This design comes from an exercise in tuning for small area and a short achievable clock period on the open sky130 flow, not from production work. RTL that was checked went through simulation tests only; none was proved equivalent to the original. Function not checked in runs 1 to 6: the RTL went through the layout flow alone. Power and IR drop assume default switching activity.

File: flow/config.mk
export PLATFORM = sky130hd
export DESIGN_NAME = top_level
export DESIGN_NICKNAME = top_level
export VERILOG_FILES = /design/flow/design.v
export SDC_FILE = /design/flow/constraint.sdc
export NUM_CORES = 4
export LEC_CHECK = 0
export ABC_AREA = 1
export CAP_MARGIN = 20
export CORE_MARGIN = 2
export CORE_UTILIZATION = 60
export CTS_BUF_LIST = sky130_fd_sc_hd__clkbuf_8
export SETUP_SLACK_MARGIN = 3.2
export SLEW_MARGIN = 20
File: flow/constraint.sdc
create_clock -name core_clock -period 6.0 [get_ports {clk_i}]
set_input_delay 1.2000 -clock core_clock [delete_from_list [all_inputs] [get_ports {clk_i}]]
set_output_delay 1.2000 -clock core_clock [all_outputs]
set_load 0.01 [all_outputs]
File: flow/design.v
module pfx_add #(
  parameter int W = 8
) (
  input  [W-1:0] a,
  input  [W-1:0] b,
  input          ci,
  output [W-1:0] sum,
  output         co
);
  logic [W-1:0] p, g, gg, pp;
  logic [W-1:0] c;    
  assign p = a ^ b;
  assign g = a & b;
  always_comb begin
    gg = g;
    pp = p;
    for (int l = 0; (1 << l) < W; l++) begin
      for (int i = W - 1; i >= 0; i--) begin
        if ((i >> l) & 1) begin
          gg[i] = gg[i] | (pp[i] & gg[((i >> l) << l) - 1]);
          pp[i] = pp[i] & pp[((i >> l) << l) - 1];
        end
      end
    end
  end
  assign c   = {gg[W-2:0] | (pp[W-2:0] & {(W-1){ci}}), ci};
  assign sum = p ^ c;
  assign co  = gg[W-1] | (pp[W-1] & ci);
endmodule
module pfx_cout #(
  parameter int W = 8
) (
  input  [W-1:0] a,
  input  [W-1:0] b,
  input          ci,
  output         co
);
  logic [W:0] g, p;
  always_comb begin
    g = {a & b, ci};
    p = {a ^ b, 1'b0};
    for (int s = 1; s <= W; s = s * 2) begin
      for (int i = 0; i + s <= W; i += 2 * s) begin
        if (i + s <= W) begin
          g[i] = g[i + s] | (p[i + s] & g[i]);
          p[i] = p[i + s] & p[i];
        end
      end
    end
  end
  assign co = g[0];
endmodule
module pfx_add2 #(
  parameter int W = 8
) (
  input  [W-1:0] a,
  input  [W-1:0] b,
  output [W-1:0] s0,
  output [W-1:0] s1,
  output         co0,
  output         co1
);
  logic [W-1:0] p, g, gg, pp;
  assign p = a ^ b;
  assign g = a & b;
  always_comb begin
    gg = g;
    pp = p;
    for (int l = 0; (1 << l) < W; l++) begin
      for (int i = W - 1; i >= 0; i--) begin
        if ((i >> l) & 1) begin
          gg[i] = gg[i] | (pp[i] & gg[((i >> l) << l) - 1]);
          pp[i] = pp[i] & pp[((i >> l) << l) - 1];
        end
      end
    end
  end
  assign s0  = p ^ {gg[W-2:0], 1'b0};
  assign s1  = p ^ {gg[W-2:0] | pp[W-2:0], 1'b1};
  assign co0 = gg[W-1];
  assign co1 = gg[W-1] | pp[W-1];
endmodule
module top_level (
  input         clk_i,
  input         addsub_i,
  input  [31:0] data_a_i,
                data_b_i,
  output [31:0] result_o
);
  logic [7:0]  ea, eb;
  logic [22:0] fa, fb;
  logic        co_ab, co_ba, co_f;
  logic [4:0]  sh_d;
  assign ea = data_a_i[30:23];
  assign eb = data_b_i[30:23];
  assign fa = data_a_i[22:0];
  assign fb = data_b_i[22:0];
  logic [7:0] dx, dy;    
  logic       big;
  pfx_add2 #(.W(8))  u_dexp (.a(ea), .b(~eb), .s0(dx), .s1(dy), .co0(co_ab), .co1(co_ba));
  pfx_cout #(.W(31)) u_flt  (.a(data_a_i[30:0]), .b(~data_b_i[30:0]), .ci(1'b1), .co(co_f));
  assign big    = co_f ? |dy[7:5] : ~&dx[7:5];
  assign sh_d   = co_f ? dy[4:0] : ~dx[4:0];
  logic        sa_q1, sb_q1, sw_q1, big_q1;
  logic [7:0]  he_q1;
  logic [22:0] fa_q1, fb_q1;
  logic [4:0]  sh_q1;
  always_ff @(posedge clk_i) begin
    sa_q1 <= data_a_i[31];
    sb_q1 <= data_b_i[31] ^ addsub_i;
    sw_q1 <= ~co_f;                
    he_q1 <= co_f ? ea : eb;       
    fa_q1 <= fa;
    fb_q1 <= fb;
    sh_q1 <= sh_d;
    big_q1 <= big;
  end
  logic [23:0] ly;
  logic [26:0] lv0, al;
  logic [22:0] smask;
  logic [31:0] thermo;
  logic        sticky, es;
  assign ly = sw_q1 ? {1'b1, fa_q1} : {1'b1, fb_q1};
  assign es = sa_q1 ^ sb_q1;
  logic [4:0] sh;
  assign sh  = sh_q1 | {5{big_q1}};
  assign lv0 = sh[0] ? {1'b0, ly, 2'b00} : {ly, 3'b000};
  assign al  = lv0 >> {sh[4:1], 1'b0};
  logic sat;
  assign sat    = sh >= 5'd25;
  assign thermo = 32'hFFFF_FFFF << sh;       
  assign smask  = {~thermo[24:3], ~thermo[2] & ~sat};
  assign sticky = |(ly[22:0] & smask);
  logic        hs_q2, es_q2;
  logic [7:0]  he_q2;
  logic [22:0] hf_q2;
  logic [26:0] lo_q2;
  always_ff @(posedge clk_i) begin
    hs_q2 <= sw_q1 ? sb_q1 : sa_q1;
    es_q2 <= es;
    he_q2 <= he_q1;
    hf_q2 <= sw_q1 ? fb_q1 : fa_q1;
    lo_q2 <= {al[26:2], al[1] | sat, sticky} ^ {27{es}};    
  end
  logic [26:0] opa;
  logic [27:0] sum;
  logic        add_co;
  logic [26:0] t, z, f;
  logic [4:0]  lz;
  logic [2:0]  inc;
  assign opa = {1'b1, hf_q2, 3'b000};
  pfx_add #(.W(27)) u_add (.a(opa), .b(lo_q2), .ci(es_q2),
                           .sum(sum[26:0]), .co(add_co));
  assign sum[27] = add_co ^ es_q2;
  assign t = ~(opa ^ lo_q2);
  assign z = ~(opa | lo_q2);
  assign f = t & ~{z[25:0], 1'b0};
  always_comb begin
    lz = 5'd0;
    for (int i = 2; i < 26; i++)
      if (f[i]) lz = 5'(27 - i);
  end
  assign inc[0] = sum[3] & (|sum[2:0] | sum[4]);
  assign inc[1] = sum[2] & (|sum[1:0] | sum[3]);
  assign inc[2] = sum[1] & (sum[0] | sum[2]);
  logic        hs_q3, c_q3;
  logic [7:0]  he_q3;
  logic [26:2] s_q3;
  logic [4:0]  lz_q3;
  logic [2:0]  inc_q3;
  always_ff @(posedge clk_i) begin
    hs_q3  <= hs_q2;
    he_q3  <= he_q2;
    c_q3   <= sum[27];
    s_q3   <= sum[26:2];
    lz_q3  <= lz;
    inc_q3 <= inc;
  end
  logic        far, finc;
  logic [1:0]  kf;
  logic [4:0]  k;
  logic [25:0] v;
  logic [50:0] vs;
  logic [24:0] m;
  logic [7:0]  e;
  assign far = c_q3 | s_q3[26] | s_q3[25];
  assign kf  = c_q3 ? 2'd0 : (s_q3[26] ? 2'd1 : 2'd2);
  assign k   = far ? {3'd0, kf} : lz_q3;
  assign v   = {c_q3, s_q3[26:2]};
  assign vs  = {25'd0, v} << k;
  assign m   = (~far & (lz_q3 == 5'd0)) ? {1'b1, 24'd0} : vs[25:1];
  logic [7:0] ef, en;
  assign ef  = c_q3 ? he_q3 + 8'd1 : (s_q3[26] ? he_q3 : he_q3 - 8'd1);
  assign en  = he_q3 + 8'd1 - {3'd0, lz_q3};
  assign e   = far ? ef : en;    
  always_comb begin
    if (c_q3)          finc = inc_q3[0];
    else if (s_q3[26]) finc = inc_q3[1];
    else               finc = inc_q3[2];
  end
  logic        hs_q4, i_q4;
  logic [7:0]  e_q4;
  logic [24:0] m_q4;
  always_ff @(posedge clk_i) begin
    hs_q4 <= hs_q3;
    i_q4  <= far & finc;
    e_q4  <= e;
    m_q4  <= m;
  end
  logic [22:0] fr, fpre;
  logic        fall1;
  logic [7:0]  e_p1, e_m1;
  logic [30:0] res;
  always_comb begin
    fpre = m_q4[23:1];
    for (int l = 0; (1 << l) < 23; l++)
      for (int i = 22; i >= 0; i--)
        if ((i >> l) & 1)
          fpre[i] = fpre[i] & fpre[((i >> l) << l) - 1];
  end
  assign fr    = m_q4[23:1] ^ ({fpre[21:0], 1'b1} & {23{i_q4}});
  assign fall1 = fpre[22] & i_q4;
  assign e_p1  = e_q4 + 8'd1;
  assign e_m1  = e_q4 - 8'd1;
  assign res = m_q4[24] ? {fall1 ? e_p1 : e_q4, fr}
                        : {e_m1, m_q4[22:0]};
  logic [31:0] res_q;
  always_ff @(posedge clk_i) res_q <= {hs_q4, res};
  assign result_o = res_q;
endmodule
File: flow/flow/run.sh
#!/bin/bash



export BUFFER_PORTS_ARGS="-buffer_cell sky130_fd_sc_hd__buf_2"
bash standard.sh > standard.log 2>&1
File: flow/standard.sh
#!/bin/bash
# synth_recipe.tcl (not shown) runs the flow's synth.tcl, then flattens the netlist and writes it again
# the make line also repeats each setting of config.mk as NAME=value (left out here)
make -C /OpenROAD-flow-scripts/flow DESIGN_CONFIG=/design/flow/config.mk WORK_HOME=/design/flow/orfs CLKGATE_MAP_FILE= SYNTH_SCRIPT=/design/flow/synth_recipe.tcl "${@:-finish}"
==> notes.md, run 1 <==
* Status: complete, no violations
* Crit Path Class: input pin to flop
* CTS Buffer Depth at 3
* Worst-skew pair later-pin latency at 0.54 ns
* H-Tree Depth at 2
* Setup_tns at 0 ns
* Final net count at 2034
* Initial antenna violation count at 1
* GRT met3 Usage at 0.0523
* Die X at 149 um
* CP max FO at 5
* Syn_nets at 1921
* Peak supply drop at 186 uV
* Power Density at 480 nW/um^2
* Hold Crit Class: flop to flop
* Most frequent cells in the layout: 445 x nand2_1, 249 x inv_1, 232 x dfxtp_1
* Worst Path Arrival at 3.17 ns
* ANT nets after route at 0
* Vias per inst at 5.34
* Synth Area in XOR/XNOR at 0.0566
* CP Capture Type: flop
* Largest net degree at the start of global routing at 52
* Core area at 20900 sq um
* Final setup violation count at 0
* RSZ-0062 raised after global routing: yes
* Synth warn at 4
* Most common cell after layout, fill and taps aside: nand2_1
* Average size of a mapped cell at 7.18 sq um
* First-pass GRT wire length at 50.7 mm
* Grt ovf at 0
* Worst-margin pin slew at 0.794 ns
* Adder-cell share of the synthesized area at 0.0923
* Unique masters post-synth at 50
* CP Data Required Time at 6.42 ns
* Via count at 11.6k
* GR peak layer: met2
* Die height at 149 um
* Vias in the first global route at 10.6k
* Leakage Power at 7.34 nW
* Initial core utilization at 0.606
* Yosys top cell area share at 0.369
* Post-Synth Simple-Gate Area at 0.232
* Max Cap Viol at 0
* Hpwl dp at 24.2 mm
* IO Port Bufs at 97
* Synth area leader: dfxtp_1
* Fmax at 0.364 GHz
* Top cells by area, synth: dfxtp_1 37%, nand2_1 13%, ha_1 8.6%, o21ai_0 7.5%, inv_1 7.5%
* Min setup slack post-route at 3.26 ns
* Boundary Pins at 98
* Seq/Total Area, Yosys at 0.369
* Mux share of post-synthesis cell area at 0.0119
* Clock Sinks at 233
* Die area at 22300 sq um
* Met1 GRT Util at 0.377
* 1st-iter DRT viols at 756
* CTS clk-pin slew, worst paths at 0.06 ns
* Met2 usage at 0.474
* Synth Instances at 1764
* WL/cell at 14.5 um
* Period minus WS final at 2.74 ns
* CP Launch Type: input pin
* Gpl congestion at 0.954
* Relative max-transition margin at 0.468
* Layout area overhead at 14.0%
* Layout cell share with drive strength beyond 1 at 0.128
* Post-Place Worst Slack at 2.54 ns
* # rows at 53
* GRT Overall Usage at 0.282
* 1st-pass router iterations at 5
* Worst Skew at 0.0292 ns
* ANT cells at 0
* Cell Area, Synth at 12700 sq um
* Total Wirelength at 31.6 mm
* Largest family of logic cells by synthesized area: simple AND/OR/NAND/NOR gates
* Final Hold Violating Endpoints at 0
* Slew Limit Fails at 0
* Flop2flop setup slack at 3.31 ns
* CTS tree: built
* CTS buffer count at 38
* Clk root buf: clkbuf_8
* Crit share post-route at 0.457
* DRC at 0
* Complex-gate fraction of the synthesized area at 0.146
* Synth Register Bits at 233
[state kept, by name (all words and copies together), names as in the netlist, 3 cells and up]
register  flops
res_q        32
inc_q3        3
fa_q1        23
he_q3         8
m_q4         25
lz_q3         5
sh_q1         5
he_q2         8
fb_q1        23
s_q3         25
lo_q2        27
hf_q2        23
e_q4          8
he_q1         8
[layout make-up]
| cell class | count | area [sq um] |
|---|---|---|
| repair buffers | 122 | 683 |
| flip-flops and latches | 233 | 4670 |
| clock inverters | 15 | 103 |
| inverters | 255 | 991 |
| well taps | 275 | 344 |
| multi-input cells | 1224 | 6940 |
| repair inverters | 3 | 20.0 |
| clock buffers | 49 | 674 |
| fillers | 1813 | 6460 |
[cells by family (layout without fill, tap and decap cells)]
family,count (synthesis),count (layout)
AOI/OAI and AO/OA,336,336
buffers and inverters,309,444
muxes,15,15
and+or+nand+nor,699,701
DFF,233,233
adders and majority gates,91,91
xor gates and xnor gates,81,81
[layer usage]
layer / wire length, um / up-vias / part of all wire
met5: 0 / - / 0
met4: 539 / 0 / 0.017
met3: 2080 / 43 / 0.066
met2: 14700 / 354 / 0.46
met1: 14300 / 5353 / 0.45
li1: - / 5879 / -
[power by group]
part / switching [mW] / internal (mW)
clock: 0.607 / 0.777
combinational: 2.03 / 1.12
sequential: 0.320 / 2.06
[cell usage after synthesis (all sizes together)]
library cell	number
o221ai	7
nor3	16
a211oi	3
o21ai	196
a31oi	6
o22ai	17
buf	22
ha	87
dfxtp	233
and3	1
or2	8
o2111ai	1
nand2	452
nor3b	1
a21oi	70
a22oi	2
o31ai	6
o21a	4
fa	4
a311oi	1
a21o	1
nor4	5
o21bai	6
nand3	57
clkbuf	32
nand4	15
mux2i	15
nor2	141
xor2	65
o32ai	1
nand3b	3
xnor2	16
a2111oi	1
o211ai	13
a221oi	1
inv	255
[what timing repair did]
item                                    4_1_cts  5_1_grt
buffers inserted                              5       10
gates cloned                                  4        1
resized for setup                            10       19
hold buffers                                  0        0
pin swaps                                     2        3
endpoints found under the setup margin       22       25
[worst max-delay path, cell delays in order]
cell     delay, ns
buf_2         0.07
inv_1         0.06
ha_1          0.37
nand4_1       0.21
nor4_4        0.29
inv_1         0.13
nor4_2        0.22
o21ai_2       0.14
nand2_2       0.15
buf_4         0.14
inv_1         0.05
nand2_1       0.05
o21ai_0       0.07
[per-stage QoR]
stage	cell area [sq um]	hold WS [ns]	util	cells	total power, mW
final	14400	0.325	0.691	2176	6.92
after global routing	14400	0.327	0.691	2176	7.49
after CTS	14300	0.325	0.684	2165	6.85
after detailed placement	13400	0.312	0.642	2092	5.42
after global placement	13400	0.310	0.642	2092	5.36
after floorplan	12800	0.310	-	1764	4.57
[worst paths after layout]
check	startpoint	to	cells past startpoint
setup / recovery	data_b_i[25]	sh_q1[1]$_DFF_P_	13
hold reg to reg	hs_q3$_DFF_P_	hs_q4$_DFF_P_	0
setup reg to reg	big_q1$_DFF_P_	lo_q2[0]$_DFF_P_	10
hold / removal	hs_q3$_DFF_P_	hs_q4$_DFF_P_	0
==> run 2: changes to the inputs <==
--- a/flow/config.mk
+++ b/flow/config.mk
@@ -10,5 +10,4 @@
 export CORE_MARGIN = 2
 export CORE_UTILIZATION = 60
-export CTS_BUF_LIST = sky130_fd_sc_hd__clkbuf_8
 export SETUP_SLACK_MARGIN = 3.2
 export SLEW_MARGIN = 20
==> run 2 against run 1 <==
Still clean. Synthesized cell count is the same. Highest routed layer unchanged. Critical endpoint is now big_q1$_DFF_P_. First-iteration DRC count down 14%. Register-to-register slack improved by 0.04 ns.
==> notes.md, run 2 <==
* Min setup slack post-route at 3.26 ns
* Worst Path Arrival at 3.14 ns
* Hold Crit Depth at 0
* Max Cap Viol at 0
* Yosys top cell area share at 0.369
* Peak supply drop at 252 uV
* Clock Sinks at 233
* Final Hold Violating Endpoints at 0
* Die X at 149 um
* Layout cell share with drive strength beyond 1 at 0.122
* Die area at 22300 sq um
* Grt ovf at 0
* Seq/Total Area, Yosys at 0.369
* Status: complete, no violations
* Most common cell after layout, fill and taps aside: nand2_1
* Clk root buf: clkbuf_16
* Slowest stage delay, CP at 0.36 ns
* H-Tree Depth at 1
* GRT Overall Usage at 0.281
* CTS clk-pin slew, worst paths at 0.06 ns
* Via count at 11.5k
* ANT nets after route at 0
* Synth Instances at 1764
* Synth warn at 4
* Hold Crit Class: flop to flop
* Area occupied by multi-input gates at 6940 sq um
* Total Wirelength at 31.7 mm
* Async SR Flop Fraction at 0
* Final net count at 2020
* Critical path cell sequence: buf_4 > inv_12 > ha_4 > inv_2 > fa_2 > inv_2 > nand3_2 > nand2_2 > nand3_2 > nand2_1 > nand2_2 > nand2_2 > a221oi_4 > nand2_2 > buf_6 > nand3_1 > o21ai_0
* Synth Flop Type: dfxtp_1
* IO Port Bufs at 97
* Vias in the first global route at 10.5k
* WL/cell at 14.7 um
* Power Density at 498 nW/um^2
* PnR Total Power at 7.26 mW
* Syn_nets at 1921
* Reg area at 4670 sq um
* CP max FO at 5
* RSZ-0062 raised after global routing: yes
* Fin cells at 2156
* ANT cells at 0
* Most frequent cells in the layout: 445 x nand2_1, 244 x inv_1, 232 x dfxtp_1
* Largest net degree at the start of global routing at 52
* CTS tree: built
* Worst r2r src: big_q1$_DFF_P_
* Top flop regs: res_q (32), lo_q2 (27)
* Reg2reg end: lo_q2[0]$_DFF_P_
* CTS Buffer Depth at 3
* Die height at 149 um
* Period minus WS final at 2.74 ns
* Worst Skew at 0.0223 ns
* Count leader, synth: nand2_1
* Gpl congestion at 0.954
* Commonest cells post-synth: 449 x nand2_1, 252 x inv_1, 233 x dfxtp_1, 190 x o21ai_0, 132 x nor2_1
* DRC at 0
* Vias per inst at 5.34
* Cell Area, Synth at 12700 sq um
* Post-Place Worst Slack at 2.54 ns
* Crit Path Class: input pin to flop
* Synth area leader: dfxtp_1
* Max stage delay cell, worst path: a221oi_4
* Fin Hold WS at 0.322 ns
* Flop2flop setup slack at 3.35 ns
* Relative max-transition margin at 0.469
* Final setup violation count at 0
* Fillers at 1770
* Reg with most FFs: res_q
* Boundary Pins at 98
* HP Start: he_q2[4]$_DFF_P_
* 1st-pass router iterations at 5
* Setup_tns at 0 ns
* CTS buffer count at 25
* Initial antenna violation count at 1
* Layout area overhead at 15.2%
* Crit share post-route at 0.457
* Fmax at 0.365 GHz
* Unique masters post-synth at 50
* Worst-margin pin slew at 0.793 ns
* Slew Limit Fails at 0
* Initial core utilization at 0.606
* Core area at 20900 sq um
* Top cells by area, synth: dfxtp_1 37%, nand2_1 13%, ha_1 8.6%, o21ai_0 7.5%, inv_1 7.5%
* 1st-iter DRT viols at 653
* Hpwl dp at 24.2 mm
* Worst-skew pair later-pin latency at 0.54 ns
* Reg2reg path depth at 10
* Placed Cells incl. Taps at 2092
* Worst hold endpoint: he_q3[4]$_DFF_P_
* CP Capture Type: flop
* Synth Register Bits at 233
* Average size of a mapped cell at 7.18 sq um
* First-pass GRT wire length at 50.6 mm
* CP Launch Type: input pin
* # rows at 53
* Leakage Power at 7.36 nW
* Critical Path Most Common Cell: nand2_2
* CP Data Required Time at 6.40 ns
* EDFF count, synth at 0
* Max FFs per register at 32
[run 2: cell count changes in the layout (fill, tap and decap cells not counted), sizes merged]
| cell | delta |
|---|---|
| clkinvlp | +1 |
| clkbuf | -22 |
| clkinv | -2 |
| buf | -1 |
| bufinv | +5 |
| inv | -1 |
[run 2: what timing repair did]
item,CTS,global route
cloned,4,1
endpoints found under the setup margin,22,25
endpoints found under the hold margin,0,0
hold buffers,0,0
pin swaps,2,4
resized for setup,10,22
buffers inserted,5,9
[run 2: cell type report]
class                           instances  share of cell area
Tap cell                              275              0.0236
Clock buffer                           27              0.0448
Clock inverter                         18              0.0184
Sequential cell                       233               0.320
Timing Repair inverter                  3             0.00137
Multi-Input combinational cell       1224               0.476
Inverter                              255              0.0680
Timing Repair Buffer                  121              0.0477
[run 2: critical path, delay by kind of cell]
| family | cells | cell delay (ns) |
|---|---|---|
| AOI/OAI and AO/OA | 2 | 0.45 |
| adders and majority gates | 2 | 0.35 |
| buffers and inverters | 5 | 0.42 |
| and+or+nand+nor | 8 | 0.71 |
[run 2: how the worst max path moves through the flow]
stage | startpoint | endpoint | cells after the start
2_1_floorplan | data_b_i[23] | sh_q1[3]$_DFF_P_ | 16
3_3_place_gp | data_a_i[2] | sh_q1[3]$_DFF_P_ | 13
3_5_place_dp | data_a_i[2] | sh_q1[3]$_DFF_P_ | 13
4_1_cts | big_q1$_DFF_P_ | lo_q2[0]$_DFF_P_ | 10
5_1_grt | data_b_i[25] | sh_q1[1]$_DFF_P_ | 13
6_report | data_b_i[23] | big_q1$_DFF_P_ | 17
[run 2: per-stage QoR]
step	cell area, sq um	utilization
global placement	13400	0.642
finish	14600	0.698
global route	14600	0.698
detailed placement	13400	0.642
CTS	14400	0.690
floorplan	12800	-
[run 2: kinds of logic (layout without fill, tap and decap cells)]
| logic type | after synthesis | after routing | synth area share |
|---|---|---|---|
| AND/OR/NAND/NOR | 699 | 701 | 0.232 |
| XOR/XNOR | 81 | 81 | 0.0566 |
| multiplexers | 15 | 15 | 0.0119 |
| flip-flops | 233 | 233 | 0.369 |
| buffers and inverters | 309 | 424 | 0.0931 |
| AO/OA/AOI/OAI | 336 | 336 | 0.146 |
| adder cells (fa/ha/maj) | 91 | 91 | 0.0923 |
[run 2: power breakdown]
group / total [mW] / internal (mW) / switching, mW
registers: 2.38 / 2.06 / 0.325
clock network: 1.71 / 1.05 / 0.652
logic: 3.17 / 1.13 / 2.04
[run 2: per-layer routing]
| layer | part of all wire | track usage | routed length, um |
|---|---|---|---|
| met1 | 0.46 | 0.381 | 14500 |
| met2 | 0.46 | 0.472 | 14600 |
| met3 | 0.063 | 0.0453 | 2010 |
| met4 | 0.020 | 0.0667 | 629 |
| met5 | 0 | 0 | 0 |
==> run 3: changes to the inputs <==
--- a/flow/design.v
+++ b/flow/design.v
@@ -182,5 +182,4 @@
   logic [25:0] v;
   logic [50:0] vs;
-  logic [24:0] m;
   logic [7:0]  e;
   assign far = c_q3 | s_q3[26] | s_q3[25];
@@ -188,6 +187,7 @@
   assign k   = far ? {3'd0, kf} : lz_q3;
   assign v   = {c_q3, s_q3[26:2]};
-  assign vs  = {25'd0, v} << k;
-  assign m   = (~far & (lz_q3 == 5'd0)) ? {1'b1, 24'd0} : vs[25:1];
+  logic [25:0] w;
+  assign vs  = {25'd0, v} << {k[4:1], 1'b0};
+  assign w   = (~far & (lz_q3 == 5'd0)) ? {1'b1, 25'd0} : vs[25:0];
   logic [7:0] ef, en;
   assign ef  = c_q3 ? he_q3 + 8'd1 : (s_q3[26] ? he_q3 : he_q3 - 8'd1);
@@ -199,12 +199,13 @@
     else               finc = inc_q3[2];
   end
-  logic        hs_q4, i_q4;
+  logic        hs_q4, i_q4, k0_q4;
   logic [7:0]  e_q4;
-  logic [24:0] m_q4;
+  logic [25:0] w_q4;
   always_ff @(posedge clk_i) begin
     hs_q4 <= hs_q3;
     i_q4  <= far & finc;
+    k0_q4 <= k[0];
     e_q4  <= e;
-    m_q4  <= m;
+    w_q4  <= w;
   end
   logic [22:0] fr, fpre;
@@ -212,4 +213,6 @@
   logic [7:0]  e_p1, e_m1;
   logic [30:0] res;
+  logic [24:0] m_q4;
+  assign m_q4 = k0_q4 ? w_q4[24:0] : w_q4[25:1];
   always_comb begin
     fpre = m_q4[23:1];
--- a/flow/config.mk
+++ b/flow/config.mk
@@ -10,4 +10,5 @@
 export CORE_MARGIN = 2
 export CORE_UTILIZATION = 60
-export SETUP_SLACK_MARGIN = 3.2
+export CTS_BUF_LIST = sky130_fd_sc_hd__clkbuf_8
+export SETUP_SLACK_MARGIN = 3.5
 export SLEW_MARGIN = 20
==> run 3 against run 2 <==
Still clean. Clock power shrank 12%. Power grew 4.9%. Final area grew 5.9%. Maximum frequency shrank 3.3%. Sequential share of layout area shrank 1.5 points. Worst hold slack gained 0.0037 ns. First-iteration DRC count grew 7.8%. Utilization grew 3.9 points. Non-clock buffer count grew 41. Register-to-register slack gained 0.15 ns. Cell count grew 3.8%. Largest cell class unchanged. Largest power group unchanged. Highest routed layer unchanged.
==> notes.md, run 3 <==
* CP Launch Type: input pin
* Gpl congestion at 1.02
* PnR Total Power at 7.61 mW
* Synth Flop Type: dfxtp_1
* Syn_nets at 1941
* First-pass GRT wire length at 51.3 mm
* Post-cts hold buffer count at 0
* Layout area overhead at 21.2%
* Clock Sinks at 235
* Grt ovf at 0
* Crit share post-route at 0.472
* Vias per inst at 5.33
* ANT cells at 0
* Die height at 150 um
* Most frequent cells in the layout: 399 x nand2_1, 263 x inv_1, 230 x dfxtp_1
* Unique masters post-synth at 51
* CP Data Required Time at 6.42 ns
* CP Capture Type: flop
* Leakage Power at 7.72 nW
* Cell Area, Synth at 12700 sq um
* Via count at 11.9k
* Synth warn at 4
* Slew Limit Fails at 0
* Initial antenna violation count at 0
* Synth Instances at 1784
* Largest net degree at the start of global routing at 54
* Average size of a mapped cell at 7.14 sq um
* Final core utilization at 0.737
* Top flop regs: res_q (32), lo_q2 (27), w_q4 (26)
* Crit Path Class: input pin to flop
* Die X at 150 um
* Flop2flop setup slack at 3.50 ns
* ANT nets after route at 0
* Layout cell share with drive strength beyond 1 at 0.178
* Max FFs per register at 32
* CTS clk-pin slew, worst paths at 0.06 ns
* Worst-margin pin slew at 1.04 ns
* CTS buffer count at 40
* Reg2reg path depth at 11
* Vias in the first global route at 10.8k
* Commonest cells post-synth: 418 x nand2_1, 269 x inv_1, 235 x dfxtp_1, 208 x o21ai_0, 150 x nor2_1
* Top cells by area, synth: dfxtp_1 37%, nand2_1 12%, ha_1 8.5%, o21ai_0 8.2%, inv_1 7.9%
* GRT Overall Usage at 0.284
* Period minus WS final at 2.83 ns
* Async SR Flop Fraction at 0
* Final setup violation count at 0
* Power Density at 493 nW/um^2
* Fin cells at 2239
* # rows at 53
* Relative max-transition margin at 0.297
* Worst Path Arrival at 3.26 ns
* CP max FO at 6
* Clk root buf: clkbuf_8
* Min setup slack post-route at 3.17 ns
* Worst-skew pair later-pin latency at 0.55 ns
* Max Cap Viol at 0
* Yosys top cell area share at 0.369
* Post-Place Worst Slack at 2.61 ns
* Hold Crit Class: flop to flop
* IO Port Bufs at 97
* Count leader, synth: nand2_1
* Reg with most FFs: res_q
* Initial core utilization at 0.608
* Synth Register Bits at 235
* H-Tree Depth at 2
* 1st-pass router iterations at 6
* DRC at 0
* EDFF count, synth at 0
* Total Wirelength at 34.9 mm
* CP startpoint: data_b_i[28]
* CTS Buffer Depth at 3
* Final net count at 2093
* Hpwl dp at 24.5 mm
* Setup_tns at 0 ns
* Synth area leader: dfxtp_1
* Status: complete, no violations
* RSZ-0062 raised after global routing: yes
* Final Hold Violating Endpoints at 0
* Worst r2r src: k0_q4$_DFF_P_
* CTS tree: built
* Reg2reg end: res_q[30]$_DFF_P_
* WL/cell at 15.6 um
* Seq/Total Area, Yosys at 0.369
* Most common cell after layout, fill and taps aside: nand2_1
* 1st-iter DRT viols at 704
* Boundary Pins at 98
* Crit path capture: sh_q1[3]$_DFF_P_
* Worst Skew at 0.0205 ns
* Core area at 21000 sq um
* Peak supply drop at 197 uV
* Fmax at 0.353 GHz
* Die area at 22400 sq um
* Placed Cells incl. Taps at 2112
-- run 3: power breakdown --
part / internal, mW / switching [mW] / leakage, nW
Clock: 0.851 / 0.649 / 0.464
Sequential: 2.09 / 0.312 / 1.98
Combinational: 1.39 / 2.32 / 5.27
-- run 3: worst min path at each step --
stage / start / cells past startpoint / end / slack (ns)
CTS: he_q1[3]$_DFF_P_ / 0 / he_q2[3]$_DFF_P_ / 0.33
detailed placement: he_q1[3]$_DFF_P_ / 0 / he_q2[3]$_DFF_P_ / 0.31
floorplan: he_q1[0]$_DFF_P_ / 0 / he_q2[0]$_DFF_P_ / 0.31
global placement: he_q2[4]$_DFF_P_ / 0 / he_q3[4]$_DFF_P_ / 0.31
finish: hs_q3$_DFF_P_ / 0 / hs_q4$_DFF_P_ / 0.33
global route: he_q1[2]$_DFF_P_ / 0 / he_q2[2]$_DFF_P_ / 0.34
-- run 3: metal layers --
layer / up-vias / GRT usage / part of all wire
met5: - / 0 / 0
met4: 0 / 0.116 / 0.048
met3: 130 / 0.0494 / 0.049
met2: 385 / 0.500 / 0.48
met1: 5380 / 0.344 / 0.42
li1: 6030 / - / -
-- run 3: stage by stage --
stage          instance area [sq um]  hold slack (ns)
5_1_grt                        15400            0.336
3_3_place_gp                   13500            0.310
6_report                       15400            0.326
3_5_place_dp                   13500            0.312
2_1_floorplan                  12900            0.310
4_1_cts                        14800            0.328
-- run 3: critical path: stages --
cell and delay, ns:
buf_2 0.11, inv_1 0.11, ha_4 0.24, a21oi_1 0.42, nand2_4 0.12, nand2_4 0.11, nand2_4 0.07, a221oi_4 0.38
nand2_4 0.16, o21ai_2 0.10, o21ai_2 0.08, xor2_1 0.14
-- run 3: kinds of logic after synthesis --
family,Yosys count,share of synthesized area
AO/OA/AOI/OAI,354,0.152
multiplexers,16,0.0126
flip-flops,235,0.369
AND/OR/NAND/NOR,672,0.216
adder cells (fa/ha/maj),91,0.0917
XOR/XNOR,86,0.0591
buffers and inverters,330,0.0990
-- run 3: repair_timing --
item / CTS / global route
cloned: 3 / 5
endpoints found under the setup margin: 66 / 68
buffers inserted: 21 / 28
pin swaps: 18 / 37
gates resized for setup: 51 / 110
-- run 3: area by class of cell --
class	count	area (sq um)
repair buffers	162	1140
inverters	274	1070
clock inverters	23	200
well taps	275	344
clock buffers	47	647
multi-input cells	1221	7300
fillers	1684	5510
flip-flops and latches	235	4720
repair inverters	2	15.0
==> run 4: changes to the inputs <==
--- a/flow/config.mk
+++ b/flow/config.mk
@@ -11,4 +11,4 @@
 export CORE_UTILIZATION = 60
 export CTS_BUF_LIST = sky130_fd_sc_hd__clkbuf_8
-export SETUP_SLACK_MARGIN = 3.5
+export SETUP_SLACK_MARGIN = 3.35
 export SLEW_MARGIN = 20
==> run 4 against run 3 <==
Utilization decreased by 1.4 points. Non-clock buffer count decreased by 18. Area after synthesis stayed put. Setup slack improved by 0.057 ns. Via count decreased by 1.8%. Largest cell class unchanged. Die area stayed put. Sequential share of layout area up 0.56 points. Still clean on timing, DRC and antenna. Final area fell by 1.9%. Register-to-register slack got worse by 0.22 ns.
==> notes.md, run 4 <==
* Status: complete, no violations
* Worst Skew at 0.0238 ns
* Setup_tns at 0 ns
* Async SR Flop Fraction at 0
* Synth warn at 4
* Power Density at 493 nW/um^2
* # rows at 53
* Count leader, synth: nand2_1
* Die height at 150 um
* Initial core utilization at 0.608
* Switching share of power at 0.431
* Vias in the first global route at 10.5k
* Pint at 4.25 mW
* Gpl congestion at 1.02
* 1st-iter DRT viols at 676
* CTS buffer count at 40
* Grt ovf at 0
* Cell Area, Synth at 12700 sq um
* Most frequent cells in the layout: 404 x nand2_1, 262 x inv_1, 232 x dfxtp_1
* Max FFs per register at 32
* Boundary Pins at 98
* Synth area leader: dfxtp_1
* Final net count at 2076
* Reg power frac at 0.321
* Top cells by area, synth: dfxtp_1 37%, nand2_1 12%, ha_1 8.5%, o21ai_0 8.2%, inv_1 7.9%
* RSZ-0062 raised after global routing: yes
* Average size of a mapped cell at 7.14 sq um
* ANT cells at 0
* Period minus WS final at 2.78 ns
* Total Wirelength at 33.4 mm
* Crit share post-route at 0.463
* CP Data Required Time at 6.46 ns
* IO Port Bufs at 97
* ANT nets after route at 0
* Initial antenna violation count at 0
* EDFF count, synth at 0
* Worst-margin pin slew at 0.902 ns
* Leakage Power at 7.60 nW
* Reg with most FFs: res_q
* CTS clk-pin slew, worst paths at 0.07 ns
* Final Hold Violating Endpoints at 0
* Max Cap Viol at 0
* Slew Limit Fails at 0
* Yosys top cell area share at 0.369
* Synth Instances at 1784
* Crit Path Class: input pin to flop
* Switching Power at 3.22 mW
* Synth Flop Type: dfxtp_1
* Layout cell share with drive strength beyond 1 at 0.158
* First-pass GRT wire length at 50.1 mm
* Design area at 15100 sq um
* Unique masters post-synth at 51
* Layout area overhead at 18.9%
* Die X at 150 um
* Commonest cells post-synth: 418 x nand2_1, 269 x inv_1, 235 x dfxtp_1, 208 x o21ai_0, 150 x nor2_1
* Hold Crit Class: flop to flop
* Via count at 11.7k
* CP max FO at 6
* Vias per inst at 5.27
* GRT Overall Usage at 0.278
* 1st-pass router iterations at 5
* Top flop regs: res_q (32), lo_q2 (27), w_q4 (26)
* Peak supply drop at 204 uV
* Largest net degree at the start of global routing at 54
* CP Launch Type: input pin
* DRC at 0
* WL/cell at 15.0 um
* Comb power frac at 0.479
* Clk root buf: clkbuf_8
* Fmax at 0.360 GHz
* Final setup violation count at 0
* Clock Sinks at 235
* Hpwl dp at 24.5 mm
* Area post-placement at 13500 sq um
* Relative max-transition margin at 0.392
* Most common cell after layout, fill and taps aside: nand2_1
* Core area at 21000 sq um
* H-Tree Depth at 2
* CP Capture Type: flop
* Syn_nets at 1941
* Die area at 22400 sq um
* Worst-skew pair later-pin latency at 0.54 ns
* Worst Path Arrival at 3.24 ns
* Clock Power Share at 0.200
* Fillers at 1714
* Seq/Total Area, Yosys at 0.369
* CTS Buffer Depth at 3
* Synth Register Bits at 235
* CTS tree: built
* Post-cts hold buffer count at 0
## run 4: changes by cell type in the layout (fill, tap and decap cells not counted), moves of 4 or more
cell and delta:
o21ai_1 -10, buf_4 -10, o21ai_2 -8, o21ai_0 +16
buf_2 -5, nand2_4 -4, nand2_1 +5
## run 4: cells by family (layout without fill, tap and decap cells)
kind of cell	after synthesis	in the layout	share of synthesized area
multiplexers	16	16	0.0126
AND/OR/NAND/NOR	672	674	0.216
adder cells (fa/ha/maj)	91	91	0.0917
buffers and inverters	330	491	0.0990
AO/OA/AOI/OAI	354	354	0.152
XOR/XNOR	86	86	0.0591
flip-flops	235	235	0.369
## run 4: area by class of cell
type	instances	area, sq um	share of cell area
Multi-Input combinational cell	1221	7180	0.474
Sequential cell	235	4710	0.311
Inverter	274	1060	0.0703
Timing Repair Buffer	144	975	0.0644
Clock buffer	47	647	0.0427
Tap cell	275	344	0.0227
Clock inverter	23	200	0.0132
Timing Repair inverter	3	22.5	0.00149
## run 4: what timing repair did
item                                    CTS  global route
buffers inserted                          3            29
endpoints found under the setup margin   44            62
resized for setup                        19            90
cloned                                    2             6
pin swaps                                 2            35
## run 4: final timing paths
kind	startpoint	to	slack, ns	cells after the start
hold / removal	hs_q3$_DFF_P_	hs_q4$_DFF_P_	0.33	0
hold reg to reg	hs_q3$_DFF_P_	hs_q4$_DFF_P_	0.33	0
setup reg to reg	k0_q4$_DFF_P_	res_q[20]$_DFF_P_	3.28	16
setup / recovery	data_a_i[25]	sh_q1[3]$_DFF_P_	3.22	11
## run 4: per-layer routing
layer / vias to the layer above / part of all wire / GRT usage
met5: - / 0 / 0
met4: 0 / 0.036 / 0.112
li1: 5988 / - / -
met1: 5266 / 0.43 / 0.339
met2: 359 / 0.48 / 0.486
met3: 101 / 0.051 / 0.0463
## run 4: through the flow
| stage | cells | hold slack [ns] | worst slack (ns) | power [mW] | utilization |
|---|---|---|---|---|---|
| 2_1_floorplan | 1784 | 0.310 | 3.18 | 4.75 | - |
| 3_3_place_gp | 2112 | 0.310 | 2.66 | 5.57 | 0.646 |
| 3_5_place_dp | 2112 | 0.312 | 2.61 | 5.63 | 0.646 |
| 4_1_cts | 2187 | 0.328 | 3.36 | 7.17 | 0.692 |
| 5_1_grt | 2222 | 0.336 | 3.14 | 8.03 | 0.723 |
| 6_report | 2222 | 0.326 | 3.22 | 7.47 | 0.723 |
## run 4: power groups by stage
stage,Sequential [mW],Combinational [mW],Clock [mW]
finish,2.40,3.58,1.49
detailed placement,2.41,3.23,0
floorplan,2.35,2.40,0
global route,2.45,3.99,1.58
global placement,2.40,3.17,0
CTS,2.38,3.27,1.52
## run 4: worst max-delay path: stages
cell	delay, ns
buf_4	0.14
ha_4	0.28
nand4_1	0.17
nor4_4	0.38
inv_2	0.12
nor4_4	0.36
o21ai_4	0.13
nand2_4	0.13
o21ai_1	0.08
o21ai_1	0.10
xor2_1	0.14
==> run 5: changes to the inputs <==
--- a/flow/design.v
+++ b/flow/design.v
@@ -91,5 +91,4 @@
   logic [22:0] fa, fb;
   logic        co_ab, co_ba, co_f;
-  logic [4:0]  sh_d;
   assign ea = data_a_i[30:23];
   assign eb = data_b_i[30:23];
@@ -100,19 +99,21 @@
   pfx_add2 #(.W(8))  u_dexp (.a(ea), .b(~eb), .s0(dx), .s1(dy), .co0(co_ab), .co1(co_ba));
   pfx_cout #(.W(31)) u_flt  (.a(data_a_i[30:0]), .b(~data_b_i[30:0]), .ci(1'b1), .co(co_f));
-  assign big    = co_f ? |dy[7:5] : ~&dx[7:5];
-  assign sh_d   = co_f ? dy[4:0] : ~dx[4:0];
-  logic        sa_q1, sb_q1, sw_q1, big_q1;
-  logic [7:0]  he_q1;
+  logic        sa_q1, sb_q1, sw_q1, sh0_q1, bab_q1, bba_q1;
+  logic [7:0]  ea_q1, eb_q1;
   logic [22:0] fa_q1, fb_q1;
-  logic [4:0]  sh_q1;
+  logic [4:1]  dab_q1, dba_q1;
   always_ff @(posedge clk_i) begin
     sa_q1 <= data_a_i[31];
     sb_q1 <= data_b_i[31] ^ addsub_i;
     sw_q1 <= ~co_f;                
-    he_q1 <= co_f ? ea : eb;       
+    ea_q1 <= ea;
+    eb_q1 <= eb;
     fa_q1 <= fa;
     fb_q1 <= fb;
-    sh_q1 <= sh_d;
-    big_q1 <= big;
+    sh0_q1 <= dy[0];               
+    dab_q1 <= dy[4:1];             
+    dba_q1 <= ~dx[4:1];            
+    bab_q1 <= |dy[7:5];            
+    bba_q1 <= ~&dx[7:5];           
   end
   logic [23:0] ly;
@@ -124,5 +125,7 @@
   assign es = sa_q1 ^ sb_q1;
   logic [4:0] sh;
-  assign sh  = sh_q1 | {5{big_q1}};
+  logic       big;
+  assign big = sw_q1 ? bba_q1 : bab_q1;
+  assign sh  = {sw_q1 ? dba_q1 : dab_q1, sh0_q1} | {5{big}};
   assign lv0 = sh[0] ? {1'b0, ly, 2'b00} : {ly, 3'b000};
   assign al  = lv0 >> {sh[4:1], 1'b0};
@@ -139,5 +142,5 @@
     hs_q2 <= sw_q1 ? sb_q1 : sa_q1;
     es_q2 <= es;
-    he_q2 <= he_q1;
+    he_q2 <= sw_q1 ? eb_q1 : ea_q1;    
     hf_q2 <= sw_q1 ? fb_q1 : fa_q1;
     lo_q2 <= {al[26:2], al[1] | sat, sticky} ^ {27{es}};    
@@ -182,4 +185,5 @@
   logic [25:0] v;
   logic [50:0] vs;
+  logic [24:0] m;
   logic [7:0]  e;
   assign far = c_q3 | s_q3[26] | s_q3[25];
@@ -187,7 +191,6 @@
   assign k   = far ? {3'd0, kf} : lz_q3;
   assign v   = {c_q3, s_q3[26:2]};
-  logic [25:0] w;
-  assign vs  = {25'd0, v} << {k[4:1], 1'b0};
-  assign w   = (~far & (lz_q3 == 5'd0)) ? {1'b1, 25'd0} : vs[25:0];
+  assign vs  = {25'd0, v} << k;
+  assign m   = (~far & (lz_q3 == 5'd0)) ? {1'b1, 24'd0} : vs[25:1];
   logic [7:0] ef, en;
   assign ef  = c_q3 ? he_q3 + 8'd1 : (s_q3[26] ? he_q3 : he_q3 - 8'd1);
@@ -199,13 +202,12 @@
     else               finc = inc_q3[2];
   end
-  logic        hs_q4, i_q4, k0_q4;
+  logic        hs_q4, i_q4;
   logic [7:0]  e_q4;
-  logic [25:0] w_q4;
+  logic [24:0] m_q4;
   always_ff @(posedge clk_i) begin
     hs_q4 <= hs_q3;
     i_q4  <= far & finc;
-    k0_q4 <= k[0];
     e_q4  <= e;
-    w_q4  <= w;
+    m_q4  <= m;
   end
   logic [22:0] fr, fpre;
@@ -213,6 +215,4 @@
   logic [7:0]  e_p1, e_m1;
   logic [30:0] res;
-  logic [24:0] m_q4;
-  assign m_q4 = k0_q4 ? w_q4[24:0] : w_q4[25:1];
   always_comb begin
     fpre = m_q4[23:1];
--- a/flow/config.mk
+++ b/flow/config.mk
@@ -11,4 +11,4 @@
 export CORE_UTILIZATION = 60
 export CTS_BUF_LIST = sky130_fd_sc_hd__clkbuf_8
-export SETUP_SLACK_MARGIN = 3.35
+export SETUP_SLACK_MARGIN = 3.5
 export SLEW_MARGIN = 20
==> run 5 against run 4 <==
Still clean. Worst hold slack improved by 0.0036 ns. Via count up 1.7%. Utilization increased by 0.13 points. Final area increased by 1.1%. Maximum frequency increased by 11%. Clock-buffer cell count rose by 3. Flip-flop and latch count grew 11. Critical path type unchanged.
==> notes.md, run 5 <==
* CP Launch Type: input pin
* Fillers at 1704
* First-pass GRT wire length at 53.8 mm
* CTS buffer count at 42
* Fin cells at 2222
* Grt ovf at 0
* Placed Cells incl. Taps at 2113
* Crit share post-route at 0.417
* Vias per inst at 5.36
* 1st-pass router iterations at 6
* Max stage delay cell, worst path: fa_2
* Synth warn at 4
* Worst Skew at 0.0165 ns
* Core area at 21200 sq um
* Via count at 11.9k
* Worst-margin pin slew at 0.742 ns
* H-Tree Depth at 2
* Initial antenna violation count at 0
* Hold Crit Class: flop to flop
* Reg with most FFs: res_q
* Top flop regs: res_q (32), lo_q2 (27)
* CP delay by family, top: adder cells
* Setup_tns at 0 ns
* Power Density at 483 nW/um^2
* Clk root buf: clkbuf_8
* ANT cells at 0
* Async SR Flop Fraction at 0
* Boundary Pins at 98
* IO Port Bufs at 97
* Layout cell share with drive strength beyond 1 at 0.161
* Die area at 22900 sq um
* Layout area overhead at 17.7%
* CTS Buffer Depth at 3
* Vias in the first global route at 10.9k
* Buffers & Inverters on Critical Path at 6
* Fin Hold WS at 0.329 ns
* Max Cap Viol at 0
* Synth Instances at 1789
* Yosys top cell area share at 0.378
* CTS tree: built
* Max FFs per register at 32
* Initial core utilization at 0.615
* Relative max-transition margin at 0.500
* CP max FO at 3
* Top cells by area, synth: dfxtp_1 38%, nand2_1 12%, ha_1 8.4%, o21ai_0 8.0%, inv_1 7.4%
* Average size of a mapped cell at 7.28 sq um
* Worst-skew pair later-pin latency at 0.55 ns
* EDFF count, synth at 0
* RSZ-0062 raised after global routing: yes
* Hpwl dp at 25.7 mm
* ANT nets after route at 0
* Gpl congestion at 1.06
* Unique masters post-synth at 51
* Period minus WS final at 2.50 ns
* Die X at 151 um
* DRC at 0
* Synth area leader: dfxtp_1
* Worst r2r src: sw_q1$_DFF_P_
* Final Hold Violating Endpoints at 0
* Peak supply drop at 212 uV
* GRT Overall Usage at 0.298
* Worst Path Arrival at 2.93 ns
* Synth Register Bits at 246
* Slowest stage delay, CP at 0.40 ns
* Most common cell after layout, fill and taps aside: nand2_1
* # rows at 53
* Status: complete, no violations
* Crit Path Class: input pin to flop
* Area post-placement at 13700 sq um
* CP Capture Type: flop
* Reg2reg end: lo_q2[1]$_DFF_P_
* PnR Total Power at 7.41 mW
* Count leader, synth: nand2_1
* Design area at 15300 sq um
* Final net count at 2075
* Total Wirelength at 34.8 mm
* Final setup violation count at 0
* Cell Area, Synth at 13000 sq um
* Hold Crit Depth at 0
* Leakage Power at 7.70 nW
* CP Data Required Time at 6.43 ns
* Most frequent cells in the layout: 421 x nand2_1, 261 x inv_1, 236 x dfxtp_1
* Post-cts hold buffer count at 0
* Fmax at 0.400 GHz
* 1st-iter DRT viols at 742
* Die height at 151 um
* Clock Sinks at 246
* HP Start: he_q2[0]$_DFF_P_
* Largest net degree at the start of global routing at 75
* Worst hold endpoint: he_q3[0]$_DFF_P_
* Synth Flop Type: dfxtp_1
* Syn_nets at 1946
* Seq/Total Area, Yosys at 0.378
* CTS clk-pin slew, worst paths at 0.06 ns
* Flop2flop setup slack at 3.52 ns
* Critical path cell sequence: buf_6 > inv_12 > ha_4 > inv_2 > fa_2 > inv_2 > a21oi_2 > o21bai_2 > buf_4 > fa_2 > inv_1 > nor2_2 > a21oi_1 > nand3b_1
* WL/cell at 15.7 um
* Slew Limit Fails at 0
* Reg2reg path depth at 15
* Commonest cells post-synth: 428 x nand2_1, 258 x inv_1, 246 x dfxtp_1, 207 x o21ai_0, 124 x nor2_1
## run 5: cell count changes in the layout (fill, tap and decap cells not counted), moves of 7 or more
cell and change:
buf_6 -8, o21ai_0 -21, nand3_1 +9, buf_4 -7, o22ai_1 -10, o21ai_1 +19
nor2_1 -30, nand2_4 -7, nand2_1 +17, xnor2_1 -7
## run 5: power by group
group          switching, mW  internal, mW  leakage, nW  total [mW]
clock network          0.671         0.888        0.491        1.56
registers              0.328          2.16         2.08        2.49
logic                   2.14          1.22         5.13        3.36
total                   3.14          4.27         7.70        7.41
## run 5: how the worst max path moves through the flow
stage	start	end	slack, ns	cells past startpoint
finish	data_b_i[23]	bab_q1$_DFF_P_	3.50	14
CTS	s_q3[26]$_DFF_P_	m_q4[24]$_SDFF_PP1_	3.48	15
global placement	sw_q1$_DFF_P_	lo_q2[1]$_DFF_P_	2.71	15
detailed placement	c_q3$_DFF_P_	m_q4[24]$_SDFF_PP1_	2.73	12
floorplan	data_b_i[23]	bab_q1$_DFF_P_	3.23	13
global route	sw_q1$_DFF_P_	lo_q2[8]$_DFF_P_	3.40	12
## run 5: final cells by class
| type | instances | area (sq um) | area share |
|---|---|---|---|
| sequential | 246 | 4950 | 0.323 |
| clock buffer | 50 | 688 | 0.0449 |
| tap | 275 | 344 | 0.0225 |
| timing repair inverter | 5 | 38.8 | 0.00253 |
| inverter | 268 | 1060 | 0.0690 |
| multi-input combinational | 1217 | 7130 | 0.465 |
| clock inverter | 23 | 184 | 0.0120 |
| timing repair buffer | 138 | 930 | 0.0607 |
## run 5: repair_timing
action                     CTS  global route
pin swaps                    4            19
resized for setup           65            92
setup endpoints to repair   55            61
buffers inserted             9            19
cloned                       5             3
## run 5: kinds of logic after synthesis
kind of cell | Yosys count | synth area share
AO/OA/AOI/OAI | 357 | 0.151
buffers and inverters | 326 | 0.0965
AND/OR/NAND/NOR | 667 | 0.214
adder cells (fa/ha/maj) | 91 | 0.0898
flip-flops | 246 | 0.378
XOR/XNOR | 83 | 0.0558
multiplexers | 19 | 0.0148
## run 5: layer usage
metal / part of all wire / track usage / vias up / wire length (um)
met4: 0.032 / 0.114 / 0 / 1110
met3: 0.067 / 0.0596 / 77 / 2330
li1: - / - / 6006 / -
met5: 0 / 0 / - / 0
met2: 0.46 / 0.488 / 445 / 16100
met1: 0.44 / 0.389 / 5388 / 15300
## run 5: stage by stage
| stage | setup slack, ns | utilization |
|---|---|---|
| finish | 3.50 | 0.724 |
| global placement | 2.71 | 0.648 |
| floorplan | 3.23 | - |
| CTS | 3.48 | 0.703 |
| global route | 3.40 | 0.724 |
| detailed placement | 2.73 | 0.648 |
==> run 6: changes to the inputs <==
--- a/flow/config.mk
+++ b/flow/config.mk
@@ -11,4 +11,4 @@
 export CORE_UTILIZATION = 60
 export CTS_BUF_LIST = sky130_fd_sc_hd__clkbuf_8
-export SETUP_SLACK_MARGIN = 3.5
+export SETUP_SLACK_MARGIN = 3.35
 export SLEW_MARGIN = 20
==> run 6 against run 5 <==
Utilization is 1.5 points lower. Wire length fell by 1.8%. Cell count shrank 1.0%. Global-route usage rose by 0.10 points. Final area fell by 2.1%. First-iteration DRC count rose by 4.6%. Via count decreased by 0.93%. Die area stayed put. Power down 1.7%. Highest routed layer unchanged. Combinational power down 3%. Still clean. Critical path depth fell by 5.
==> notes.md, run 6 <==
* Status: complete, no violations
* Boundary Pins at 98
* Reg with most FFs: res_q
* Synth Instances at 1789
* CTS Buffer Depth at 3
* Core area at 21200 sq um
* Post-Place Worst Slack at 2.67 ns
* Fillers at 1698
* Comb power frac at 0.448
* Layout area overhead at 15.2%
* # rows at 53
* Slew Limit Fails at 0
* CTS buffer count at 41
* Synth Flop Type: dfxtp_1
* Clock Power Share at 0.212
* IO Port Bufs at 97
* Most frequent cells in the layout: 424 x nand2_1, 258 x inv_1, 241 x dfxtp_1
* Unique masters post-synth at 51
* Initial antenna violation count at 0
* EDFF count, synth at 0
* Post-cts hold buffer count at 0
* First-pass GRT wire length at 53.8 mm
* Largest net degree at the start of global routing at 45
* Cell Area, Synth at 13000 sq um
* Crit Path Class: input pin to flop
* WL/cell at 15.5 um
* Placed Cells incl. Taps at 2113
* Via count at 11.8k
* Seq/Total Area, Yosys at 0.378
* Routed met1 length at 14.6 mm
* Crit share post-route at 0.430
* Final Hold Violating Endpoints at 0
* CP Capture Type: flop
* Clk root buf: clkbuf_8
* Top cells by area, synth: dfxtp_1 38%, nand2_1 12%, ha_1 8.4%, o21ai_0 8.0%, inv_1 7.4%
* Average size of a mapped cell at 7.28 sq um
* Worst-skew pair later-pin latency at 0.56 ns
* Worst Skew at 0.0358 ns
* Yosys top cell area share at 0.378
* Power Density at 486 nW/um^2
* WL met2 at 15.7 mm
* CP Launch Type: input pin
* CP max FO at 3
* GRT Overall Usage at 0.299
* Pint at 4.20 mW
* Fin cells at 2199
* Hold Crit Class: flop to flop
* Die X at 151 um
* Final net count at 2056
* Setup_tns at 0 ns
* Fmax at 0.387 GHz
* Synth area leader: dfxtp_1
* Count leader, synth: nand2_1
* Period minus WS final at 2.58 ns
* Reg power frac at 0.340
* Clock Sinks at 246
* Hpwl dp at 25.7 mm
* Gpl congestion at 0.940
* H-Tree Depth at 2
* Die area at 22900 sq um
* Grt ovf at 0
* Vias per inst at 5.37
* Switching Power at 3.08 mW
* Synth warn at 4
* Relative max-transition margin at 0.487
* Initial core utilization at 0.615
* ANT nets after route at 0
* CTS clk-pin slew, worst paths at 0.06 ns
* Final setup violation count at 0
* Min setup slack post-route at 3.42 ns
* Vias in the first global route at 11.1k
* Max Used Layer: met4
* Worst-margin pin slew at 0.762 ns
* Total Wirelength at 34.2 mm
* Leakage Power at 7.59 nW
* Max FFs per register at 32
* CTS tree: built
* Top flop regs: res_q (32), lo_q2 (27)
* DRC at 0
* RSZ-0062 raised after global routing: yes
* Most common cell after layout, fill and taps aside: nand2_1
* Peak supply drop at 207 uV
* Syn_nets at 1946
* CP Data Required Time at 6.42 ns
* Layout cell share with drive strength beyond 1 at 0.134
* Worst Path Arrival at 3.00 ns
* Switching share of power at 0.423
* Max Cap Viol at 0
* 1st-pass router iterations at 6
* Synth Register Bits at 246
* Die height at 151 um
* Async SR Flop Fraction at 0
* 1st-iter DRT viols at 776
* ANT cells at 0
* DR WL met3 at 2.88 mm
* Flop2flop setup slack at 3.42 ns
* Commonest cells post-synth: 428 x nand2_1, 258 x inv_1, 246 x dfxtp_1, 207 x o21ai_0, 124 x nor2_1
==> run 6: cell count changes in the layout (fill, tap and decap cells not counted), sizes merged <==
cell / previous run / this run
clkinvlp: 8 / 5
buf: 136 / 119
clkbuf: 51 / 55
bufinv: 3 / 2
bufbuf: 1 / 2
inv: 276 / 269
==> run 6: worst paths after layout <==
kind | cells past startpoint | from | end
max reg2reg | 13 | sw_q1$_DFF_P_ | lo_q2[0]$_DFF_P_
max | 9 | data_b_i[26] | sw_q1$_DFF_P_
min | 0 | he_q2[0]$_DFF_P_ | he_q3[0]$_DFF_P_
min reg2reg | 0 | he_q2[0]$_DFF_P_ | he_q3[0]$_DFF_P_
==> run 6: power by group through the flow <==
stage	registers, mW	logic, mW	clock network (mW)
2_1_floorplan	2.43	2.25	0
3_3_place_gp	2.49	2.99	0
3_5_place_dp	2.50	3.04	0
4_1_cts	2.47	3.13	1.56
5_1_grt	2.54	3.68	1.63
6_report	2.48	3.26	1.54
==> run 6: worst max-delay path: stages <==
cell and delay [ns]:
buf_2 0.10, inv_1 0.04, ha_1 0.36, inv_1 0.10, nor3_1 0.36, nand4_1 0.22, nor2_1 0.25, nand4_1 0.13
o211a_1 0.23
==> run 6: area by class of cell <==
class | instances | area, sq um | share of cell area
Clock inverter | 15 | 120 | 0.00801
Timing Repair Buffer | 123 | 820 | 0.0547
Inverter | 268 | 1050 | 0.0699
Multi-Input combinational cell | 1217 | 6980 | 0.466
Clock buffer | 53 | 729 | 0.0487
Tap cell | 275 | 344 | 0.0230
Timing Repair inverter | 2 | 15.0 | 0.00100
Sequential cell | 246 | 4940 | 0.329
==> run 6: routing by layer <==
metal / vias to the layer above / GRT usage
met5: - / 0
met4: 0 / 0.107
met3: 69 / 0.0732
met2: 444 / 0.500
met1: 5345 / 0.376
li1: 5947 / -
==> run 6: what timing repair did <==
action                                  in CTS  in global routing
gates cloned                                 4                  2
setup buffers                                6                  6
resized for setup                           31                 45
pin swaps                                    3                  8
endpoints found under the setup margin      50                 45
==> run 6: cell families (layout without fill, tap and decap cells) <==
kind of cell	Yosys count	count (layout)	synth area share
AOI/OAI and AO/OA	357	357	0.151
muxes	19	19	0.0148
xor gates and xnor gates	83	83	0.0558
and+or+nand+nor	667	667	0.214
adders and majority gates	91	91	0.0898
buffers and inverters	326	461	0.0965
DFF	246	246	0.378
==> run 6: stage by stage <==
step | cell area [sq um] | util | hold slack (ns) | power [mW]
2_1_floorplan | 13100 | - | 0.310 | 4.69
3_3_place_gp | 13700 | 0.648 | 0.310 | 5.48
3_5_place_dp | 13700 | 0.648 | 0.313 | 5.54
4_1_cts | 14800 | 0.699 | 0.324 | 7.16
5_1_grt | 15000 | 0.709 | 0.333 | 7.84
6_report | 15000 | 0.709 | 0.310 | 7.28
==> run 7: changes to the inputs <==
--- a/flow/design.v
+++ b/flow/design.v
@@ -96,5 +96,4 @@
   assign fb = data_b_i[22:0];
   logic [7:0] dx, dy;    
-  logic       big;
   pfx_add2 #(.W(8))  u_dexp (.a(ea), .b(~eb), .s0(dx), .s1(dy), .co0(co_ab), .co1(co_ba));
   pfx_cout #(.W(31)) u_flt  (.a(data_a_i[30:0]), .b(~data_b_i[30:0]), .ci(1'b1), .co(co_f));
==> flow/flow/run.sh (replaced) <==
#!/bin/bash
# Standard ORFS layout (the standard.sh), with the port buffers made
# from buf_2 cells instead of the default delay-buffer cells.
export BUFFER_PORTS_ARGS="-buffer_cell sky130_fd_sc_hd__buf_2"
bash standard.sh > standard.log 2>&1
--- a/flow/config.mk
+++ b/flow/config.mk
@@ -11,4 +11,4 @@
 export CORE_UTILIZATION = 60
 export CTS_BUF_LIST = sky130_fd_sc_hd__clkbuf_8
-export SETUP_SLACK_MARGIN = 3.35
+export SETUP_SLACK_MARGIN = 3.65
 export SLEW_MARGIN = 20
==> run 7 against run 6 <==
Maximum frequency up 4.5%. Clock-buffer cell count down 2. Cell count up 3.8%. Clock skew down 0.015 ns. Critical path type is now flop to flop. Die area unchanged. First-iteration DRC count up 9.7%. Sequential power about the same. Flip-flop and latch count unchanged. Worst hold slack better by 0.011 ns. Register-to-register slack better by 0.11 ns.
==> notes.md, run 7 <==
* Status: complete, no violations
* EDFF count, synth at 0
* Fmax at 0.405 GHz
* CTS tree: built
* Grt ovf at 0
* HP Start: he_q2[0]$_DFF_P_
* Layout area overhead at 26.6%
* ANT nets after route at 0
* Max FFs per register at 32
* Synth area leader: dfxtp_1
* Leakage Power at 8.18 nW
* Die area at 22900 sq um
* Initial core utilization at 0.615
* Top flop regs: res_q (32), lo_q2 (27)
* Unique masters post-synth at 51
* CP Capture Type: flop
* RSZ-0062 raised after global routing: yes
* Commonest cells post-synth: 428 x nand2_1, 258 x inv_1, 246 x dfxtp_1, 207 x o21ai_0, 124 x nor2_1
* DRC at 0
* Max stage delay cell, worst path: dfxtp_4
* WL/cell at 16.3 um
* Async SR Flop Fraction at 0
* Worst Path Arrival at 2.88 ns
* Final setup violation count at 0
* CTS Buffer Depth at 3
* Count leader, synth: nand2_1
* # rows at 53
* Synth warn at 4
* Vias per inst at 5.45
* PnR Total Power at 8.04 mW
* Reg2reg end: lo_q2[0]$_DFF_P_
* Seq/Total Area, Yosys at 0.378
* Hold Crit Depth at 0
* Reg with most FFs: res_q
* Worst r2r src: sw_q1$_DFF_P_
* Power Density at 488 nW/um^2
* Most common cell after layout, fill and taps aside: nand2_1
* 1st-iter DRT viols at 851
* Worst Skew at 0.0207 ns
* CTS buffer count at 42
* Die height at 151 um
* Crit share post-route at 0.412
* Slowest stage delay, CP at 0.39 ns
* CTS clk-pin slew, worst paths at 0.06 ns
* Initial antenna violation count at 2
* Final Hold Violating Endpoints at 0
* Worst hold endpoint: he_q3[0]$_DFF_P_
* Relative max-transition margin at 0.497
* CP Launch Type: flop
* Clk root buf: clkbuf_8
* Hpwl dp at 25.4 mm
* Synth Flop Type: dfxtp_1
* Hold Crit Class: flop to flop
* Via count at 12.4k
* Boundary Pins at 98
* Critical path cell sequence: buf_12 > nand2_8 > nand3_4 > buf_12 > clkinvlp_4 > buf_6 > nor2_4 > inv_2 > nor2_2 > inv_2 > nand2_2 > o21ai_2 > nand3_2 > nor4_4 > nand3_1 > xor2_1
* Period minus WS final at 2.47 ns
* Max Cap Viol at 0
* Gpl congestion at 0.942
* IO Port Bufs at 97
* Cell Area, Synth at 13000 sq um
* Final net count at 2134
* 1st-pass router iterations at 6
* Synth Instances at 1789
* Syn_nets at 1946
* Flop2flop setup slack at 3.53 ns
* Largest net degree at the start of global routing at 45
* Slew Limit Fails at 0
* Reg2reg path depth at 16
* Crit Path Class: flop to flop
* CP Data Required Time at 6.41 ns
* Top cells by area, synth: dfxtp_1 38%, nand2_1 12%, ha_1 8.4%, o21ai_0 8.0%, inv_1 7.4%
* CP max FO at 6
* Most frequent cells in the layout: 409 x nand2_1, 257 x inv_1, 231 x dfxtp_1
* First-pass GRT wire length at 55.8 mm
* Average size of a mapped cell at 7.28 sq um
* Synth Register Bits at 246
* Worst-margin pin slew at 0.746 ns
* Die X at 151 um
* Total Wirelength at 37.3 mm
* Layout cell share with drive strength beyond 1 at 0.235
* H-Tree Depth at 2
* Worst-skew pair later-pin latency at 0.56 ns
* Setup_tns at 0 ns
* Vias in the first global route at 11.2k
* Peak supply drop at 221 uV
* Yosys top cell area share at 0.378
* GRT Overall Usage at 0.310
* Clock Sinks at 246
* Core area at 21200 sq um
[run 7: cell counts after synthesis]
No cell type changed its count.
[run 7: worst max path at each step]
stage	end	startpoint
2_1_floorplan	bab_q1$_DFF_P_	data_b_i[23]
4_1_cts	bab_q1$_DFF_P_	data_b_i[23]
3_5_place_dp	m_q4[24]$_SDFF_PP1_	c_q3$_DFF_P_
5_1_grt	lo_q2[0]$_DFF_P_	sw_q1$_DFF_P_
3_3_place_gp	m_q4[24]$_SDFF_PP1_	c_q3$_DFF_P_
6_report	lo_q2[0]$_DFF_P_	sw_q1$_DFF_P_
[run 7: cells by family after synthesis]
logic type	Yosys count	synth area share
and+or+nand+nor	667	0.214
buffers and inverters	326	0.0965
adders and majority gates	91	0.0898
AOI/OAI and AO/OA	357	0.151
muxes	19	0.0148
DFF	246	0.378
xor gates and xnor gates	83	0.0558
[run 7: worst max-delay path: cells and delay by family (launching register included)]
kind            cells  cell delay, ns
simple gates        8            0.87
buf+inv             6            0.71
flops               1            0.39
xor+xnor            1            0.17
compound gates      1            0.15
[run 7: area by class of cell]
class / instances / area [sq um]
antenna: 1 / 2.50
clock buffer: 51 / 702
clock inverter: 23 / 121
fill: 1529 / 4670
inverter: 268 / 1060
multi-input combinational: 1217 / 7660
sequential: 246 / 4960
tap: 275 / 344
timing repair buffer: 198 / 1610
timing repair inverter: 4 / 28.8
[run 7: where the power goes]
part	switching [mW]	total (mW)	internal, mW	leakage, nW
clock network	0.690	1.47	0.779	0.472
logic	2.45	4.07	1.62	5.63
registers	0.337	2.50	2.16	2.08
[run 7: per-stage QoR]
step | setup slack [ns] | hold slack (ns) | cells | utilization | cell area [sq um]
finish | 3.53 | 0.320 | 2283 | 0.779 | 16500
global route | 3.46 | 0.325 | 2282 | 0.779 | 16500
CTS | 3.63 | 0.320 | 2234 | 0.728 | 15400
detailed placement | 2.65 | 0.314 | 2113 | 0.648 | 13700
global placement | 2.73 | 0.310 | 2113 | 0.648 | 13700
floorplan | 3.23 | 0.310 | 1789 | - | 13100
[run 7: layer usage]
metal / share of wire / GRT usage / up-vias
met4: 0.033 / 0.0846 / 0
met1: 0.43 / 0.400 / 5688
met5: 0 / 0 / -
met2: 0.47 / 0.530 / 507
met3: 0.069 / 0.0608 / 102
li1: - / - / 6139
[run 7: what timing repair did]
action	4_1_cts	5_1_grt
hold buffers	0	0
endpoints found under the setup margin	68	66
pin swaps	28	51
setup buffers	37	45
cloned	10	3
gates resized for setup	137	198

[static timing again, ports no longer ideal]
The flow's constraints put no driver on any port. The routed layouts listed below were extracted and timed again, unchanged, in two steps.
Step 1: set_driving_cell puts a clkbuf_16 on clk_i and a buf_2 on each other input, an assumption about the parent block.
Step 2 times the ports against the registers' clock, not the clock port: input delays grow and output delays shrink by t, the midpoint of the rising clock arrivals with the driver on.
a / b / c = no drivers / after step 1 / after step 2; a / b = the first two.
run	t, ns	slack for setup (ns)	hold slack, ns	clock arrival spread, ns	worst data-port slew with drivers (ns)
run 1	0.564	3.255 / 3.277 / 2.713	0.325 / 0.325 / 0.325	0.030 / 0.030	0.04
run 2	0.572	3.260 / 3.284 / 2.713	0.322 / 0.322 / 0.322	0.023 / 0.023	0.03
run 3	0.585	3.166 / 3.182 / 2.598	0.326 / 0.326 / 0.326	0.020 / 0.021	0.07
run 4	0.575	3.224 / 3.234 / 2.659	0.326 / 0.326 / 0.326	0.025 / 0.026	0.05
run 5	0.588	3.501 / 3.504 / 2.916	0.329 / 0.329 / 0.329	0.021 / 0.020	0.04
run 6	0.589	3.419 / 3.420 / 2.857	0.310 / 0.310 / 0.310	0.036 / 0.036	0.03
run 7	0.591	3.529 / 3.529 / 2.985	0.320 / 0.320 / 0.320	0.021 / 0.021	0.06
After both steps every run listed still meets setup and hold. For run 5, which loses most, drivers alone change the setup slack by +0.003 ns; drivers and shift together by -0.585 ns.
